This design comes from an exercise in tuning for small area, a short achievable clock period and few clock cycles per item on the open sky130 flow, not from production work. Power figures rest on the tool's default switching activity, not on a simulated workload.

==> module sort_pipe, before the edit <==
module sort_pipe #(
parameter DATA_WIDTH='d8
)(
input                         clk,
input                         rst_n,
input                         client_val,
input [(8*DATA_WIDTH)-1:0]    client_data,
output reg                    client_rdy,
input                         sort_rdy,
output reg                    sort_val,
output reg [8*DATA_WIDTH-1:0] sort_data
);
localparam W = DATA_WIDTH;
function gt8(input [7:0] a, input [7:0] b);
   reg [7:0] g1, e1;
   reg [3:0] g2, e2;
   reg [1:0] g3, e3;
   integer n;
   begin
      g1 = a & ~b;
      e1 = ~(a ^ b);
      for (n = 0; n < 4; n = n + 1) begin
         g2[n] = g1[2*n+1] | (e1[2*n+1] & g1[2*n]);
         e2[n] = e1[2*n+1] & e1[2*n];
      end
      for (n = 0; n < 2; n = n + 1) begin
         g3[n] = g2[2*n+1] | (e2[2*n+1] & g2[2*n]);
         e3[n] = e2[2*n+1] & e2[2*n];
      end
      gt8 = g3[1] | (e3[1] & g3[0]);
   end
endfunction
function [2:0] cnt7(input [6:0] v);
   reg s1, c1, s2, c2, c3;
   begin
      s1 = v[0] ^ v[1] ^ v[2];
      c1 = (v[0] & v[1]) | (v[2] & (v[0] ^ v[1]));
      s2 = v[3] ^ v[4] ^ v[5];
      c2 = (v[3] & v[4]) | (v[5] & (v[3] ^ v[4]));
      cnt7[0] = s1 ^ s2 ^ v[6];
      c3 = (s1 & s2) | (v[6] & (s1 ^ s2));
      cnt7[1] = c1 ^ c2 ^ c3;
      cnt7[2] = (c1 & c2) | (c3 & (c1 ^ c2));
   end
endfunction
reg       g [0:7][0:7];    
reg [6:0] b;
reg [2:0] rank_in [0:7];
integer i, j, n;
always @(*) begin
   for (i = 0; i < 8; i = i + 1)
      for (j = 0; j < 8; j = j + 1)
         g[i][j] = 1'b0;
   for (i = 0; i < 8; i = i + 1)
      for (j = i + 1; j < 8; j = j + 1)
         g[i][j] = gt8(client_data[W*i +: W], client_data[W*j +: W]);
   for (i = 0; i < 8; i = i + 1) begin
      n = 0;
      b = 7'd0;
      for (j = 0; j < 8; j = j + 1)
         if (j != i) begin
            b[n] = (j > i) ? g[i][j] : ~g[j][i];
            n = n + 1;
         end
      rank_in[i] = cnt7(b);
   end
end
reg [8*W-1:0] x;
reg [23:0]    r;
reg           vld;
wire adv = ~vld | sort_rdy;
always @(posedge clk or negedge rst_n) begin
   if (~rst_n) vld <= 1'b0;
   else if (adv) vld <= client_val;
end
always @(posedge clk) begin
   if (adv) begin
      x <= client_data;
      for (i = 0; i < 8; i = i + 1) r[3*i +: 3] <= rank_in[i];
   end
end
reg [W-1:0] o;
integer k;
always @(*) begin
   sort_val   = vld;
   client_rdy = adv;
   for (k = 0; k < 8; k = k + 1) begin
      o = {W{1'b0}};
      for (i = 0; i < 8; i = i + 1)
         o = o | (x[W*i +: W] & {W{r[3*i +: 3] == k}});
      sort_data[W*(7-k) +: W] = o;
   end
end
endmodule
==> flow/config.mk <==
export PLATFORM = sky130hd
export DESIGN_NAME = sort_pipe
export DESIGN_NICKNAME = sort_pipe
export VERILOG_FILES = /design/flow/design.v
export SDC_FILE = /design/flow/constraint.sdc
export NUM_CORES = 4
export LEC_CHECK = 0
export CAP_MARGIN = 20
export CORE_MARGIN = 2
export CORE_UTILIZATION = 40
export PLACE_DENSITY = 0.6
export SLEW_MARGIN = 20
==> flow/constraint.sdc <==
create_clock -name core_clock -period 3.0 [get_ports {clk}]
set_input_delay 0.6000 -clock core_clock [delete_from_list [all_inputs] [get_ports {clk}]]
set_output_delay 0.6000 -clock core_clock [all_outputs]
set_load 0.01 [all_outputs]
run.sh (not shown) runs the stock make flow with config.mk's settings and CLKGATE_MAP_FILE= SYNTH_SCRIPT=/design/flow/synth_recipe.tcl, a recipe that flattens the netlist after the stock synthesis.
The first run finished but fails on setup timing.
==> next run, changes <==
==> flow/design.v (replaced) <==
module sort_pipe #(
parameter DATA_WIDTH='d8
)(
input                         clk,
input                         rst_n,
input                         client_val,
input [(8*DATA_WIDTH)-1:0]    client_data,
output reg                    client_rdy,
input                         sort_rdy,
output reg                    sort_val,
output reg [8*DATA_WIDTH-1:0] sort_data
);
localparam W = DATA_WIDTH;
function gt8(input [7:0] a, input [7:0] b);
   reg [7:0] g1, l1;
   reg [3:0] g2, l2;
   reg [1:0] g3, l3;
   integer n;
   begin
      g1 = a & ~b;
      l1 = ~a & b;
      for (n = 0; n < 4; n = n + 1) begin
         g2[n] = g1[2*n+1] | (~l1[2*n+1] & g1[2*n]);
         l2[n] = l1[2*n+1] | (~g1[2*n+1] & l1[2*n]);
      end
      for (n = 0; n < 2; n = n + 1) begin
         g3[n] = g2[2*n+1] | (~l2[2*n+1] & g2[2*n]);
         l3[n] = l2[2*n+1] | (~g2[2*n+1] & l2[2*n]);
      end
      gt8 = g3[1] | (~l3[1] & g3[0]);
   end
endfunction
function [2:0] cnt7(input [6:0] v);
   reg s1, c1, s2, c2, c3;
   begin
      s1 = v[0] ^ v[1] ^ v[2];
      c1 = (v[0] & v[1]) | (v[2] & (v[0] ^ v[1]));
      s2 = v[3] ^ v[4] ^ v[5];
      c2 = (v[3] & v[4]) | (v[5] & (v[3] ^ v[4]));
      cnt7[0] = s1 ^ s2 ^ v[6];
      c3 = (s1 & s2) | (v[6] & (s1 ^ s2));
      cnt7[1] = c1 ^ c2 ^ c3;
      cnt7[2] = (c1 & c2) | (c3 & (c1 ^ c2));
   end
endfunction
integer i, j, k, n;
reg [6:0] b;
reg [63:0] gi;    
reg [2:0]  rank_in [0:7];
always @(*) begin
   gi = 64'd0;
   for (i = 0; i < 8; i = i + 1)
      for (j = i + 1; j < 8; j = j + 1)
         gi[8*i+j] = gt8(client_data[W*i +: W], client_data[W*j +: W]);
   for (i = 0; i < 8; i = i + 1) begin
      n = 0;
      b = 7'd0;
      for (j = 0; j < 8; j = j + 1)
         if (j != i) begin
            b[n] = (j > i) ? gi[8*i+j] : ~gi[8*j+i];
            n = n + 1;
         end
      rank_in[i] = cnt7(b);
   end
end
reg [8*W-1:0] x;
reg [23:0]    r;
reg           vld;
wire adv = ~vld | sort_rdy;
always @(posedge clk or negedge rst_n) begin
   if (~rst_n) vld <= 1'b0;
   else if (adv) vld <= client_val;
end
always @(posedge clk) begin
   if (adv) begin
      x <= client_data;
      for (i = 0; i < 8; i = i + 1) r[3*i +: 3] <= rank_in[i];
   end
end
reg [7:0] sel [0:7];    
always @(*)
   for (i = 0; i < 8; i = i + 1)
      for (k = 0; k < 8; k = k + 1)
         sel[i][k] = r[3*i +: 3] == k;
reg [W-1:0] o;
always @(*) begin
   sort_val   = vld;
   client_rdy = adv;
   for (k = 0; k < 8; k = k + 1) begin
      o = {W{1'b0}};
      for (i = 0; i < 8; i = i + 1)
         o = o | (x[W*i +: W] & {W{sel[i][k]}});
      sort_data[W*(7-k) +: W] = o;
   end
end
endmodule
- The new run completed and failed the layout checks on setup timing
- via count rises by 3.7%
- die area falls by 11%
- hold slack gets worse by 0.011 ns
- core utilization rises by 1.5 points
- total power rises by 0.38%
- sequential power is about the same
- sequential share of layout area rises by 1.5 points
Function was not checked in any run of this note: the RTL went through the layout flow alone.

[re-timing with driven ports]
How much do the figures lean on ideal ports? The routed layouts below were timed once more, with nothing changed but the port constraints.
Step 1 assumes that a clkbuf_16 drives the clock port and a buf_2 every other input.
Step 2, shift: input delay + t, output delay - t, t = (earliest + latest rising clock arrival at the registers) / 2. This alone moves slack from input paths to output paths.
Three values: ideal ports, drivers, drivers and shift; two values: the first two.
run | shift t [ns] | setup slack, ns | cell pins on the clock port's net
the first run | 0.365 | -0.318 / -0.328 / -0.694 | 1
the second run | 0.381 | -0.747 / -0.754 / -1.135 | 1
The setup slack of the second run, which loses most, moves by -0.007 ns with the drivers and by -0.388 ns with both steps.
